From an optimization exercise on the open Yosys and OpenROAD flow, aimed at small area; shortcuts taken in it are not production practice. No functional check of the RTL was part of this run. The clock port is modelled as an ideal driver, which makes a skipped or thinned clock tree look cheaper than it is; a real chip needs a root buffer or a tree. Power and IR drop assume default switching activity.

`design.v`:
```
module classifier_top (
  input  wire clk,
  input  wire rst_n,
  input  wire signed [3:0]  x_int4,
  input  wire signed [7:0]  w_int8,
  input  wire new_feat,
  input  wire new_class,
  input  wire [2:0] class_id,
  output reg  signed [19:0] acc20,
  output wire signed [19:0] max_score,
  output reg  [2:0] max_class
);
  wire one1;
  c_and2 u_one1 (x_int4[0], new_feat, one1);
  wire two2;
  c_and3b u_two2 (x_int4[0], x_int4[1], new_feat, two2);
  wire neg3;
  c_and2 u_neg3 (x_int4[1], new_feat, neg3);
  wire one4;
  c_xor2 u_one4 (x_int4[1], x_int4[2], one4);
  wire one5;
  c_and2 u_one5 (one4, new_feat, one5);
  wire two6;
  c_xnor2 u_two6 (x_int4[2], x_int4[1], two6);
  wire two7;
  c_xor2 u_two7 (x_int4[3], x_int4[2], two7);
  wire two8;
  c_and3 u_two8 (two6, two7, new_feat, two8);
  wire neg9;
  c_and2 u_neg9 (x_int4[3], new_feat, neg9);
  wire sel10;
  c_nand2 u_sel10 (one1, w_int8[0], sel10);
  wire pp11;
  c_xnor2 u_pp11 (sel10, neg3, pp11);
  wire sel12;
  c_a22oi u_sel12 (one1, w_int8[1], two2, w_int8[0], sel12);
  wire pp13;
  c_xnor2 u_pp13 (sel12, neg3, pp13);
  wire sel14;
  c_a22oi u_sel14 (one1, w_int8[2], two2, w_int8[1], sel14);
  wire pp15;
  c_xnor2 u_pp15 (sel14, neg3, pp15);
  wire sel16;
  c_a22oi u_sel16 (one1, w_int8[3], two2, w_int8[2], sel16);
  wire pp17;
  c_xnor2 u_pp17 (sel16, neg3, pp17);
  wire sel18;
  c_a22oi u_sel18 (one1, w_int8[4], two2, w_int8[3], sel18);
  wire pp19;
  c_xnor2 u_pp19 (sel18, neg3, pp19);
  wire sel20;
  c_a22oi u_sel20 (one1, w_int8[5], two2, w_int8[4], sel20);
  wire pp21;
  c_xnor2 u_pp21 (sel20, neg3, pp21);
  wire sel22;
  c_a22oi u_sel22 (one1, w_int8[6], two2, w_int8[5], sel22);
  wire pp23;
  c_xnor2 u_pp23 (sel22, neg3, pp23);
  wire sel24;
  c_a22oi u_sel24 (one1, w_int8[7], two2, w_int8[6], sel24);
  wire pp25;
  c_xnor2 u_pp25 (sel24, neg3, pp25);
  wire sel26;
  c_a22oi u_sel26 (one1, w_int8[7], two2, w_int8[7], sel26);
  wire pp27;
  c_xor2 u_pp27 (sel26, neg3, pp27);
  wire sel28;
  c_nand2 u_sel28 (one5, w_int8[0], sel28);
  wire pp29;
  c_xnor2 u_pp29 (sel28, neg9, pp29);
  wire sel30;
  c_a22oi u_sel30 (one5, w_int8[1], two8, w_int8[0], sel30);
  wire pp31;
  c_xnor2 u_pp31 (sel30, neg9, pp31);
  wire sel32;
  c_a22oi u_sel32 (one5, w_int8[2], two8, w_int8[1], sel32);
  wire pp33;
  c_xnor2 u_pp33 (sel32, neg9, pp33);
  wire sel34;
  c_a22oi u_sel34 (one5, w_int8[3], two8, w_int8[2], sel34);
  wire pp35;
  c_xnor2 u_pp35 (sel34, neg9, pp35);
  wire sel36;
  c_a22oi u_sel36 (one5, w_int8[4], two8, w_int8[3], sel36);
  wire pp37;
  c_xnor2 u_pp37 (sel36, neg9, pp37);
  wire sel38;
  c_a22oi u_sel38 (one5, w_int8[5], two8, w_int8[4], sel38);
  wire pp39;
  c_xnor2 u_pp39 (sel38, neg9, pp39);
  wire sel40;
  c_a22oi u_sel40 (one5, w_int8[6], two8, w_int8[5], sel40);
  wire pp41;
  c_xnor2 u_pp41 (sel40, neg9, pp41);
  wire sel42;
  c_a22oi u_sel42 (one5, w_int8[7], two8, w_int8[6], sel42);
  wire pp43;
  c_xnor2 u_pp43 (sel42, neg9, pp43);
  wire sel44;
  c_a22oi u_sel44 (one5, w_int8[7], two8, w_int8[7], sel44);
  wire pp45;
  c_xor2 u_pp45 (sel44, neg9, pp45);
  wire f46, f47;
  c_fa u_f46 (acc20[0], neg3, pp11, f46, f47);
  wire f48, f49;
  c_fa u_f48 (acc20[1], pp13, f47, f48, f49);
  wire f50, f51;
  c_fa u_f50 (acc20[2], neg9, pp15, f50, f51);
  wire f52, f53;
  c_fa u_f52 (pp29, f50, f49, f52, f53);
  wire f54, f55;
  c_fa u_f54 (acc20[3], pp17, pp31, f54, f55);
  wire h56, h57;
  c_ha u_h56 (f51, f54, h56, h57);
  wire f58, f59;
  c_fa u_f58 (acc20[4], pp19, pp33, f58, f59);
  wire f60, f61;
  c_fa u_f60 (f55, f58, h57, f60, f61);
  wire f62, f63;
  c_fa u_f62 (acc20[5], pp21, pp35, f62, f63);
  wire h64, h65;
  c_ha u_h64 (f59, f62, h64, h65);
  wire f66, f67;
  c_fa u_f66 (acc20[6], pp23, pp37, f66, f67);
  wire f68, f69;
  c_fa u_f68 (f63, f66, h65, f68, f69);
  wire f70, f71;
  c_fa u_f70 (acc20[7], pp25, pp39, f70, f71);
  wire f72, f73;
  c_fa u_f72 (f67, f70, f69, f72, f73);
  wire co74;
  c_nor2 u_co74 (acc20[8], pp27, co74);
  wire s75;
  c_xnor2 u_s75 (acc20[8], pp27, s75);
  wire f76, f77;
  c_fa u_f76 (pp41, s75, f71, f76, f77);
  wire co78;
  c_nor2 u_co78 (acc20[9], pp43, co78);
  wire i79;
  c_inv u_i79 (co74, i79);
  wire s80;
  c_xnor2 u_s80 (acc20[9], pp43, s80);
  wire f81, f82;
  c_fa u_f81 (i79, s80, f77, f81, f82);
  wire i83;
  c_inv u_i83 (co78, i83);
  wire f84, f85;
  c_fa u_f84 (acc20[10], pp45, i83, f84, f85);
  wire h86, h87;
  c_ha u_h86 (h56, f53, h86, h87);
  wire s88;
  c_xnor2 u_s88 (f60, h87, s88);
  wire cy89;
  c_nand2 u_cy89 (f60, h87, cy89);
  wire pn90;
  c_xnor2 u_pn90 (h64, f61, pn90);
  wire gn91;
  c_nand2 u_gn91 (h64, f61, gn91);
  wire s92;
  c_xnor2 u_s92 (pn90, cy89, s92);
  wire cy93;
  c_o21ai u_cy93 (pn90, cy89, gn91, cy93);
  wire s94;
  c_xnor2 u_s94 (f68, cy93, s94);
  wire cy95;
  c_nand2 u_cy95 (f68, cy93, cy95);
  wire s96;
  c_xor2 u_s96 (f72, cy95, s96);
  wire cy97;
  c_nand2b u_cy97 (cy95, f72, cy97);
  wire pn98;
  c_xnor2 u_pn98 (f76, f73, pn98);
  wire gn99;
  c_nand2 u_gn99 (f76, f73, gn99);
  wire s100;
  c_xnor2 u_s100 (pn98, cy97, s100);
  wire cy101;
  c_o21ai u_cy101 (pn98, cy97, gn99, cy101);
  wire s102;
  c_xnor2 u_s102 (f81, cy101, s102);
  wire cy103;
  c_nand2 u_cy103 (f81, cy101, cy103);
  wire pn104;
  c_xnor2 u_pn104 (f84, f82, pn104);
  wire gn105;
  c_nand2 u_gn105 (f84, f82, gn105);
  wire s106;
  c_xnor2 u_s106 (pn104, cy103, s106);
  wire cy107;
  c_o21ai u_cy107 (pn104, cy103, gn105, cy107);
  wire t108;
  c_xnor2 u_t108 (f85, cy107, t108);
  wire s109;
  c_xnor2 u_s109 (acc20[11], t108, s109);
  wire fk110;
  c_xnor2 u_fk110 (acc20[11], f85, fk110);
  wire tc111;
  c_nand2 u_tc111 (t108, fk110, tc111);
  wire s112;
  c_xor2 u_s112 (acc20[12], tc111, s112);
  wire fk113;
  c_xor2 u_fk113 (acc20[12], f85, fk113);
  wire tc114;
  c_nor2 u_tc114 (tc111, fk113, tc114);
  wire s115;
  c_xnor2 u_s115 (acc20[13], tc114, s115);
  wire fk116;
  c_xnor2 u_fk116 (acc20[13], f85, fk116);
  wire tc117;
  c_nand2 u_tc117 (tc114, fk116, tc117);
  wire s118;
  c_xor2 u_s118 (acc20[14], tc117, s118);
  wire fk119;
  c_xor2 u_fk119 (acc20[14], f85, fk119);
  wire tc120;
  c_nor2 u_tc120 (tc117, fk119, tc120);
  wire s121;
  c_xnor2 u_s121 (acc20[15], tc120, s121);
  wire fk122;
  c_xnor2 u_fk122 (acc20[15], f85, fk122);
  wire tc123;
  c_nand2 u_tc123 (tc120, fk122, tc123);
  wire s124;
  c_xor2 u_s124 (acc20[16], tc123, s124);
  wire fk125;
  c_xor2 u_fk125 (acc20[16], f85, fk125);
  wire tc126;
  c_nor2 u_tc126 (tc123, fk125, tc126);
  wire s127;
  c_xnor2 u_s127 (acc20[17], tc126, s127);
  wire fk128;
  c_xnor2 u_fk128 (acc20[17], f85, fk128);
  wire tc129;
  c_nand2 u_tc129 (tc126, fk128, tc129);
  wire s130;
  c_xor2 u_s130 (acc20[18], tc129, s130);
  wire fk131;
  c_xor2 u_fk131 (acc20[18], f85, fk131);
  wire tc132;
  c_nor2 u_tc132 (tc129, fk131, tc132);
  wire s133;
  c_xnor2 u_s133 (acc20[19], tc132, s133);
  wire z134;
  c_nor2b u_z134 (new_class, f46, z134);
  wire z135;
  c_nor2b u_z135 (new_class, f48, z135);
  wire z136;
  c_nor2b u_z136 (new_class, f52, z136);
  wire z137;
  c_nor2b u_z137 (new_class, h86, z137);
  wire z138;
  c_nor2 u_z138 (new_class, s88, z138);
  wire z139;
  c_nor2 u_z139 (new_class, s92, z139);
  wire z140;
  c_nor2 u_z140 (new_class, s94, z140);
  wire z141;
  c_nor2 u_z141 (new_class, s96, z141);
  wire z142;
  c_nor2 u_z142 (new_class, s100, z142);
  wire z143;
  c_nor2 u_z143 (new_class, s102, z143);
  wire z144;
  c_nor2 u_z144 (new_class, s106, z144);
  wire z145;
  c_nor2 u_z145 (new_class, s109, z145);
  wire z146;
  c_nor2 u_z146 (new_class, s112, z146);
  wire z147;
  c_nor2 u_z147 (new_class, s115, z147);
  wire z148;
  c_nor2 u_z148 (new_class, s118, z148);
  wire z149;
  c_nor2 u_z149 (new_class, s121, z149);
  wire z150;
  c_nor2 u_z150 (new_class, s124, z150);
  wire z151;
  c_nor2 u_z151 (new_class, s127, z151);
  wire z152;
  c_nor2 u_z152 (new_class, s130, z152);
  wire z153;
  c_nor2 u_z153 (new_class, s133, z153);
  wire gt154;
  c_nor2b u_gt154 (max_q[0], acc20[0], gt154);
  wire mn155;
  c_inv u_mn155 (max_q[1], mn155);
  wire gt156;
  c_maj3 u_gt156 (acc20[1], mn155, gt154, gt156);
  wire mn157;
  c_inv u_mn157 (max_q[2], mn157);
  wire gt158;
  c_maj3 u_gt158 (acc20[2], mn157, gt156, gt158);
  wire mn159;
  c_inv u_mn159 (max_q[3], mn159);
  wire gt160;
  c_maj3 u_gt160 (acc20[3], mn159, gt158, gt160);
  wire mn161;
  c_inv u_mn161 (max_q[4], mn161);
  wire gt162;
  c_maj3 u_gt162 (acc20[4], mn161, gt160, gt162);
  wire mn163;
  c_inv u_mn163 (max_q[5], mn163);
  wire gt164;
  c_maj3 u_gt164 (acc20[5], mn163, gt162, gt164);
  wire mn165;
  c_inv u_mn165 (max_q[6], mn165);
  wire gt166;
  c_maj3 u_gt166 (acc20[6], mn165, gt164, gt166);
  wire mn167;
  c_inv u_mn167 (max_q[7], mn167);
  wire gt168;
  c_maj3 u_gt168 (acc20[7], mn167, gt166, gt168);
  wire mn169;
  c_inv u_mn169 (max_q[8], mn169);
  wire gt170;
  c_maj3 u_gt170 (acc20[8], mn169, gt168, gt170);
  wire mn171;
  c_inv u_mn171 (max_q[9], mn171);
  wire gt172;
  c_maj3 u_gt172 (acc20[9], mn171, gt170, gt172);
  wire mn173;
  c_inv u_mn173 (max_q[10], mn173);
  wire gt174;
  c_maj3 u_gt174 (acc20[10], mn173, gt172, gt174);
  wire cpx175;
  c_nor2b u_cpx175 (max_q[11], acc20[11], cpx175);
  wire cpy176;
  c_nand2b u_cpy176 (acc20[11], max_q[11], cpy176);
  wire gt177;
  c_a21oi u_gt177 (cpy176, gt174, cpx175, gt177);
  wire cpx178;
  c_nand2b u_cpx178 (max_q[12], acc20[12], cpx178);
  wire cpy179;
  c_nor2b u_cpy179 (acc20[12], max_q[12], cpy179);
  wire gt180;
  c_o21ai u_gt180 (cpy179, gt177, cpx178, gt180);
  wire cpx181;
  c_nor2b u_cpx181 (max_q[13], acc20[13], cpx181);
  wire cpy182;
  c_nand2b u_cpy182 (acc20[13], max_q[13], cpy182);
  wire gt183;
  c_a21oi u_gt183 (cpy182, gt180, cpx181, gt183);
  wire cpx184;
  c_nand2b u_cpx184 (max_q[14], acc20[14], cpx184);
  wire cpy185;
  c_nor2b u_cpy185 (acc20[14], max_q[14], cpy185);
  wire gt186;
  c_o21ai u_gt186 (cpy185, gt183, cpx184, gt186);
  wire cpx187;
  c_nor2b u_cpx187 (max_q[15], acc20[15], cpx187);
  wire cpy188;
  c_nand2b u_cpy188 (acc20[15], max_q[15], cpy188);
  wire gt189;
  c_a21oi u_gt189 (cpy188, gt186, cpx187, gt189);
  wire cpx190;
  c_nand2b u_cpx190 (max_q[16], acc20[16], cpx190);
  wire cpy191;
  c_nor2b u_cpy191 (acc20[16], max_q[16], cpy191);
  wire gt192;
  c_o21ai u_gt192 (cpy191, gt189, cpx190, gt192);
  wire cpx193;
  c_nor2b u_cpx193 (max_q[17], acc20[17], cpx193);
  wire cpy194;
  c_nand2b u_cpy194 (acc20[17], max_q[17], cpy194);
  wire gt195;
  c_a21oi u_gt195 (cpy194, gt192, cpx193, gt195);
  wire cpx196;
  c_nand2b u_cpx196 (max_q[18], acc20[18], cpx196);
  wire cpy197;
  c_nor2b u_cpy197 (acc20[18], max_q[18], cpy197);
  wire gt198;
  c_o21ai u_gt198 (cpy197, gt195, cpx196, gt198);
  wire gt199;
  c_nor2b u_gt199 (acc20[19], gt198, gt199);
  wire updn200;
  c_nand2 u_updn200 (new_class, gt199, updn200);
  wire upd201;
  c_inv u_upd201 (updn200, upd201);
  wire md202;
  c_a22o u_md202 (upd201, acc20[0], updn200, max_q[0], md202);
  wire md203;
  c_a22o u_md203 (upd201, acc20[3], updn200, max_q[3], md203);
  wire md204;
  c_a22o u_md204 (upd201, acc20[6], updn200, max_q[6], md204);
  wire md205;
  c_a22o u_md205 (upd201, acc20[9], updn200, max_q[9], md205);
  wire md206;
  c_a22o u_md206 (upd201, acc20[12], updn200, max_q[12], md206);
  wire md207;
  c_a22o u_md207 (upd201, acc20[15], updn200, max_q[15], md207);
  wire md208;
  c_a22o u_md208 (upd201, acc20[18], updn200, max_q[18], md208);
  wire md209;
  c_a22o u_md209 (upd201, class_id[2], updn200, max_class[2], md209);
  wire updn210;
  c_nand2 u_updn210 (new_class, gt199, updn210);
  wire upd211;
  c_inv u_upd211 (updn210, upd211);
  wire md212;
  c_a22o u_md212 (upd211, acc20[1], updn210, max_q[1], md212);
  wire md213;
  c_a22o u_md213 (upd211, acc20[4], updn210, max_q[4], md213);
  wire md214;
  c_a22o u_md214 (upd211, acc20[7], updn210, max_q[7], md214);
  wire md215;
  c_a22o u_md215 (upd211, acc20[10], updn210, max_q[10], md215);
  wire md216;
  c_a22o u_md216 (upd211, acc20[13], updn210, max_q[13], md216);
  wire md217;
  c_a22o u_md217 (upd211, acc20[16], updn210, max_q[16], md217);
  wire md218;
  c_a22o u_md218 (upd211, class_id[0], updn210, max_class[0], md218);
  wire updn219;
  c_nand2 u_updn219 (new_class, gt199, updn219);
  wire upd220;
  c_inv u_upd220 (updn219, upd220);
  wire md221;
  c_a22o u_md221 (upd220, acc20[2], updn219, max_q[2], md221);
  wire md222;
  c_a22o u_md222 (upd220, acc20[5], updn219, max_q[5], md222);
  wire md223;
  c_a22o u_md223 (upd220, acc20[8], updn219, max_q[8], md223);
  wire md224;
  c_a22o u_md224 (upd220, acc20[11], updn219, max_q[11], md224);
  wire md225;
  c_a22o u_md225 (upd220, acc20[14], updn219, max_q[14], md225);
  wire md226;
  c_a22o u_md226 (upd220, acc20[17], updn219, max_q[17], md226);
  wire md227;
  c_a22o u_md227 (upd220, class_id[1], updn219, max_class[1], md227);
  wire [19:0] acc_d = {z153, z152, z151, z150, z149, z148, z147, z146, z145, z144, z143, z142, z141, z140, z139, z138, z137, z136, z135, z134};
  wire [18:0] max_d = {md208, md226, md217, md207, md225, md216, md206, md224, md215, md205, md223, md214, md204, md222, md213, md203, md221, md212, md202};
  wire [2:0] cls_d = {md209, md227, md218};
  reg [18:0] max_q;
  assign max_score = {1'b0, max_q};
  always @(posedge clk or negedge rst_n) begin
    if (!rst_n) begin
      acc20     <= 20'd0;
      max_q     <= 19'd0;
      max_class <= 3'd0;
    end else begin
      acc20     <= acc_d;
      max_q     <= max_d;
      max_class <= cls_d;
    end
  end
endmodule
module c_a21oi (input a1, input a2, input b1, output y);
  assign y = ~((a1 & a2) | b1);
endmodule
module c_a22o (input a1, input a2, input b1, input b2, output y);
  assign y = (a1 & a2) | (b1 & b2);
endmodule
module c_a22oi (input a1, input a2, input b1, input b2, output y);
  assign y = ~((a1 & a2) | (b1 & b2));
endmodule
module c_and2 (input a, input b, output y);
  assign y = a & b;
endmodule
module c_and3 (input a, input b, input c, output y);
  assign y = a & b & c;
endmodule
module c_and3b (input an, input b, input c, output y);
  assign y = ~an & b & c;
endmodule
module c_fa (input a, input b, input c, output s, output co);
  assign s = a ^ b ^ c;
  assign co = (a & b) | (a & c) | (b & c);
endmodule
module c_ha (input a, input b, output s, output co);
  assign s = a ^ b;
  assign co = a & b;
endmodule
module c_inv (input a, output y);
  assign y = ~a;
endmodule
module c_maj3 (input a, input b, input c, output y);
  assign y = (a & b) | (a & c) | (b & c);
endmodule
module c_nand2 (input a, input b, output y);
  assign y = ~(a & b);
endmodule
module c_nand2b (input an, input b, output y);
  assign y = an | ~b;
endmodule
module c_nor2 (input a, input b, output y);
  assign y = ~(a | b);
endmodule
module c_nor2b (input a, input bn, output y);
  assign y = ~a & bn;
endmodule
module c_o21ai (input a1, input a2, input b1, output y);
  assign y = ~((a1 | a2) & b1);
endmodule
module c_xnor2 (input a, input b, output y);
  assign y = ~(a ^ b);
endmodule
module c_xor2 (input a, input b, output y);
  assign y = a ^ b;
endmodule
```
`flow/run.sh`:
```
#!/bin/bash
# The standard layout (standard.sh) with these changes to how the layout is made:
#  - the port buffers that buffer_ports inserts are sky130_fd_sc_hd__buf_1;
#  - clock tree synthesis inserts no dummy loads, and its tree (a root buffer and leaf
#    buffers) is then reduced to 3 leaf buffers (collapse.tcl), each register still clocked
#    through the root and one leaf;
#  - the reset port's buffer is made sky130_fd_sc_hd__buf_4 before repair_design (rst.tcl),
#    since it drives every register's reset;
#  - after the standard synthesis (run unchanged), combinational cells that synthesis
#    upsized are set back to their smallest drive strength (downsize.tcl); the floorplan's
#    timing repair and the later repair steps upsize again wherever timing needs it.
# Each tool's output goes to its own log file here.
set -euo pipefail
export BUFFER_PORTS_ARGS="-buffer_cell sky130_fd_sc_hd__buf_1"
export CTS_ARGS="-sink_clustering_enable -repair_clock_nets -dont_use_dummy_load"
export POST_CTS_TCL=$PWD/flow/collapse.tcl CLK_KEEP=3
export PRE_RESIZE_TCL=$PWD/flow/rst.tcl RST_BUF_CELL=sky130_fd_sc_hd__buf_4
export CLK_LEAF_CELL=sky130_fd_sc_hd__clkbuf_8 CLK_ROOT_CELL=sky130_fd_sc_hd__clkbuf_4
bash standard.sh synth > synth.log 2>&1
export RESULTS=orfs/results/sky130hd/classifier_top/base
openroad -no_init -exit flow/downsize.tcl > downsize.log 2>&1
bash standard.sh finish > standard_flow.log 2>&1
```
`flow/collapse.tcl`:
```
# Reduce the clock tree that clock_tree_synthesis built (a root buffer feeding leaf buffers)
# to $::env(CLK_KEEP) leaf buffers: the sinks of every other leaf move to the nearest kept
# leaf. Kept leaves become $::env(CLK_LEAF_CELL), the root $::env(CLK_ROOT_CELL). The clock
# still reaches every register through buffers, all at the same depth.
set block [ord::get_db_block]
set clk_net [$block findNet clk]
set roots {}
foreach it [$clk_net getITerms] {
  if {[$it isInputSignal]} { lappend roots [$it getInst] }
}
proc inst_xy {inst} {
  set b [$inst getBBox]
  return [list [expr {([$b xMin] + [$b xMax]) / 2}] [expr {([$b yMin] + [$b yMax]) / 2}]]
}
if {[llength $roots] != 1} {
  puts "collapse: clock port feeds [llength $roots] cells; left as is"
} else {
  set root [lindex $roots 0]
  set n0 [[$root findITerm X] getNet]
  set leaves {}
  foreach it [$n0 getITerms] {
    if {[$it isInputSignal] && [string match *clkbuf* [[[$it getInst] getMaster] getName]]} {
      lappend leaves [$it getInst]
    }
  }
  set keep [expr {min($::env(CLK_KEEP), [llength $leaves])}]
  # keep the leaves farthest apart: greedy, starting from the first
  set kept [list [lindex $leaves 0]]
  while {[llength $kept] < $keep} {
    set bestl ""; set bestd -1
    foreach l $leaves {
      if {[lsearch -exact $kept $l] >= 0} { continue }
      lassign [inst_xy $l] x y
      set dmin 1e30
      foreach k $kept { lassign [inst_xy $k] kx ky; set d [expr {abs($x-$kx)+abs($y-$ky)}]; if {$d < $dmin} { set dmin $d } }
      if {$dmin > $bestd} { set bestd $dmin; set bestl $l }
    }
    lappend kept $bestl
  }
  set moved 0
  foreach l $leaves {
    if {[lsearch -exact $kept $l] >= 0} { continue }
    set n1 [[$l findITerm X] getNet]
    foreach s [$n1 getITerms] {
      if {![$s isInputSignal]} { continue }
      lassign [inst_xy [$s getInst]] x y
      set best ""; set bd 1e30
      foreach k $kept { lassign [inst_xy $k] kx ky; set d [expr {abs($x-$kx)+abs($y-$ky)}]; if {$d < $bd} { set bd $d; set best $k } }
      $s disconnect
      $s connect [[$best findITerm X] getNet]
      incr moved
    }
    [$l findITerm A] disconnect
    [$l findITerm X] disconnect
    odb::dbInst_destroy $l
    odb::dbNet_destroy $n1
  }
  foreach k $kept { replace_cell [$k getName] $::env(CLK_LEAF_CELL) }
  replace_cell [$root getName] $::env(CLK_ROOT_CELL)
  puts "collapse: kept [llength $kept] of [llength $leaves] leaves, moved $moved sinks"
}
```
`flow/downsize.tcl`:
```
# Set every combinational cell of the synthesized netlist to its smallest-area variant of
# the same function (e.g. nor2b_4 -> nor2b_1). Registers, buffers and tie cells are kept.
set results $::env(RESULTS)
read_db $results/1_synth.odb
read_liberty $::env(FLOW_HOME)/platforms/sky130hd/lib/sky130_fd_sc_hd__tt_025C_1v80.lib
set db [ord::get_db]
set block [[$db getChip] getBlock]
set n 0
foreach inst [$block getInsts] {
  set m [[$inst getMaster] getName]
  if {![regexp {^sky130_fd_sc_hd__([a-z0-9]+)_([0-9]+)$} $m -> base size]} { continue }
  if {[regexp {^(df|edf|sdf|dl|buf|clkbuf|clkdly|dlygate|dlymetal|conb|tap|fill|decap|diode|lpflow|probe)} $base]} { continue }
  set best $m
  set best_area [[$inst getMaster] getWidth]
  foreach s {0 1 2} {
    set cand "sky130_fd_sc_hd__${base}_$s"
    set cm [$db findMaster $cand]
    if {$cm == "NULL" || $cand == $m} { continue }
    if {[get_lib_cells -quiet $cand] == ""} { continue }
    if {[$cm getWidth] < $best_area} {
      set best $cand
      set best_area [$cm getWidth]
    }
  }
  if {$best != $m} {
    puts "[$inst getName]: $m -> $best"
    replace_cell [$inst getName] $best
    incr n
  }
}
puts "downsized $n cells"
write_db $results/1_synth.odb
```
`flow/rst.tcl`:
```
# Size the reset input's port buffer for its load (all register resets) up front
set block [ord::get_db_block]
set bt [$block findBTerm rst_n]
set net [$bt getNet]
foreach it [$net getITerms] {
  if {[$it isInputSignal]} {
    set inst [$it getInst]
    puts "rst buffer [$inst getName] [[$inst getMaster] getName] -> $::env(RST_BUF_CELL)"
    replace_cell [$inst getName] $::env(RST_BUF_CELL)
  }
}
```
`standard.sh`:
```
#!/bin/bash
# synth_recipe.tcl (not shown) runs the flow's synth.tcl, then flattens the netlist and writes it again
# the make line also repeats each setting of config.mk as NAME=value (left out here)
make -C /OpenROAD-flow-scripts/flow DESIGN_CONFIG=/design/flow/config.mk WORK_HOME=/design/flow/orfs CLKGATE_MAP_FILE= SYNTH_SCRIPT=/design/flow/synth_recipe.tcl "${@:-finish}"
```
`config.mk`:
```
export PLATFORM = sky130hd
export DESIGN_NAME = classifier_top
export DESIGN_NICKNAME = classifier_top
export VERILOG_FILES = /design/flow/design.v
export SDC_FILE = /design/flow/constraint.sdc
export NUM_CORES = 4
export LEC_CHECK = 0
export CAP_MARGIN = 20
export CORE_MARGIN = 2
export CORE_UTILIZATION = 40
export GPL_TIMING_DRIVEN = 0
export SETUP_SLACK_MARGIN = -0.3
export SLEW_MARGIN = 20
export SYNTH_HIERARCHICAL = 1
export SYNTH_MINIMUM_KEEP_SIZE = 0
```
`constraint.sdc`:
```
create_clock -name core_clock -period 6.5 [get_ports {clk}]
set_input_delay 1.3000 -clock core_clock [delete_from_list [all_inputs] [get_ports {clk}]]
set_output_delay 1.3000 -clock core_clock [all_outputs]
set_load 0.01 [all_outputs]
```
==> reports/metrics.csv <==
metric,value,unit
status,"complete, no violations",
max_freq,156,MHz
fin_skew,0.0419,ns
portBuffers,60,
grt_util_met1,0.218,
worstSetupPathType,reg2reg,
initial_core_util,0.419,
drt-initial-drc-count,64,
max_cap_viol_count,0,
grt_start_max_net_pins,43,
p_leak,1.28,nW
clk_latency,0.34,ns
antenna_cells,0,
critPathLaunch,acc20[0]$_DFF_PN0_,
dr.pass1.iters,4,
place_hpwl,4270,um
max-vdd-ir-drop,0.130,mV
antenna_found_initial,0,
crit_arrival,6.59,ns
maxSlewHeadroom,0.317,
final_nets,356,
met3_usage,0.0269,
syn_avg_cell_area,10.6,sq um
ant_nets,0,
hold_viol,0,
yosysWarnings,7,
drive_above_1_share,0.0221,
overflow,0,
synth_fp_nets,290,
min_period_over_period,0.984,
drc,0,
r2r_setup_slack,0.10,ns
r2r-start,acc20[0]$_DFF_PN0_,
final_common_cell,buf_1,
area_growth,14.0,%
worst_setup_path_end_kind,register,
synth_area,0.00269,sq mm
clkTransAtPathRegs,0.12,ns
die_area,0.00741,sq mm
grt_pass1_vias,1912,
synthCells,253,
r2r_cells,23,
grt_first_pass_wirelength,9420,um
die_w,86.1,um
vias_per_cell,5.03,
grt.busiest_layer,met2,
worst_pin_slew,1.02,ns
gp_congestion,0.802,
numClockSinks,42,
mostFrequentLayoutCells,"59 x buf_1, 42 x dfrtp_1, 38 x xnor2_1",
finalSetupViolCount,0,
final.min_clock_period,6.40,ns
crit_fanout,8,
drt-total-wl,5640,um
pin_count,62,
use_met2,0.269,
core_area,0.00642,sq mm
rows,29,
route.vias.total,1983,
wl_per_cell,14.3,um
min_path_type,reg2reg,
critPathCapture,max_q[8]$_DFF_PN0_,
reg2reg_to,max_q[8]$_DFF_PN0_,
power_density,482,mW/mm^2
crit_required,6.69,ns
grt_use_total,0.160,
crit_path_start_kind,register,
fin_setup_tns,0,ns
drv_slew,0,
die_h,86.1,um
hold_ws,0.508,ns
sequential cells by signal, summed over array words and instances (netlist names):
name	count
acc20	20
max_class	3
max_q	19
how the worst min path moves through the flow:
stage | from | end | slack (ns) | cells past startpoint
after detailed placement | max_class[1]$_DFF_PN0_ | max_class[1]$_DFF_PN0_ | 0.49 | 1
after global routing | max_class[0]$_DFF_PN0_ | max_class[0]$_DFF_PN0_ | 0.55 | 1
final | max_class[1]$_DFF_PN0_ | max_class[1]$_DFF_PN0_ | 0.51 | 1
after global placement | max_class[2]$_DFF_PN0_ | max_class[2]$_DFF_PN0_ | 0.48 | 1
after floorplan | max_class[0]$_DFF_PN0_ | max_class[0]$_DFF_PN0_ | 0.53 | 1
critical path, cell delays in order, from the launching register on:
cell,delay [ns]
dfrtp_1,0.45
nor2b_1,0.16
maj3_1,0.36
maj3_1,0.37
maj3_1,0.37
maj3_1,0.37
maj3_1,0.37
maj3_1,0.36
maj3_1,0.37
maj3_1,0.38
maj3_1,0.36
maj3_1,0.36
a21oi_1,0.15
o21ai_1,0.11
a21oi_1,0.15
o21ai_1,0.09
a21oi_1,0.15
o21ai_1,0.09
a21oi_1,0.15
o21ai_1,0.09
nor2b_1,0.16
nand2_1,0.27
inv_1,0.26
a22o_1,0.29
where the power goes:
group	internal (W)	switching, W	leakage [nW]	total [W]
combinational	0.000402	0.000488	0.697	0.000890
clock	0.0000492	0.0000783	0.0262	0.000127
sequential	0.000353	0.000108	0.556	0.000461
total	0.000804	0.000674	1.28	0.00148
per-layer routing:
| layer | up-vias | routed length, um |
|---|---|---|
| met5 | - | 0 |
| met4 | 0 | 38 |
| met3 | 4 | 234 |
| met2 | 48 | 2670 |
| met1 | 943 | 2700 |
| li1 | 988 | - |
stage by stage:
step                 util  total power (W)  setup WS, ns  cell area (sq um)  cells
floorplan               -          0.00112         0.835               2690    253
global placement    0.470          0.00134        0.0743               3020    390
detailed placement  0.470          0.00137        0.0198               3020    390
global route        0.478          0.00163        -0.264               3070    394
finish              0.478          0.00148         0.103               3070    394
area by class of cell:
type / instances / area (sq um)
flip-flops and latches: 42 / 1050
multi-input cells: 195 / 1580
inverters: 15 / 56.3
well taps: 77 / 96.3
plain buffers: 1 / 7.51
clock buffers: 4 / 48.8
repair buffers: 60 / 229
fillers: 624 / 3350

## what the ideal ports hide
Ports are ideal in the flow. The routed layout listed here was re-timed in OpenROAD.
Step 1: set_driving_cell puts a clkbuf_16 on clk and a buf_2 on each other input, an assumption about the parent block.
Step 2 also shifts input and output timing later by t, the mid clock arrival at the registers, as if the neighbouring blocks saw the same clock.
a / b / c = no drivers / after step 1 / after step 2; a / b = the first two.
t (ns): 0.348
setup slack, ns: 0.103 / 0.103 / 0.103
worst hold slack (ns): 0.508 / 0.508 / 0.508
worst register clock-pin slew, ns: 0.12 / 0.12
pins driven straight from the clock port: 1
After both steps this run still meets setup and hold. The setup slack of this run moves by 0.000 ns with the drivers and by 0.000 ns with both steps.
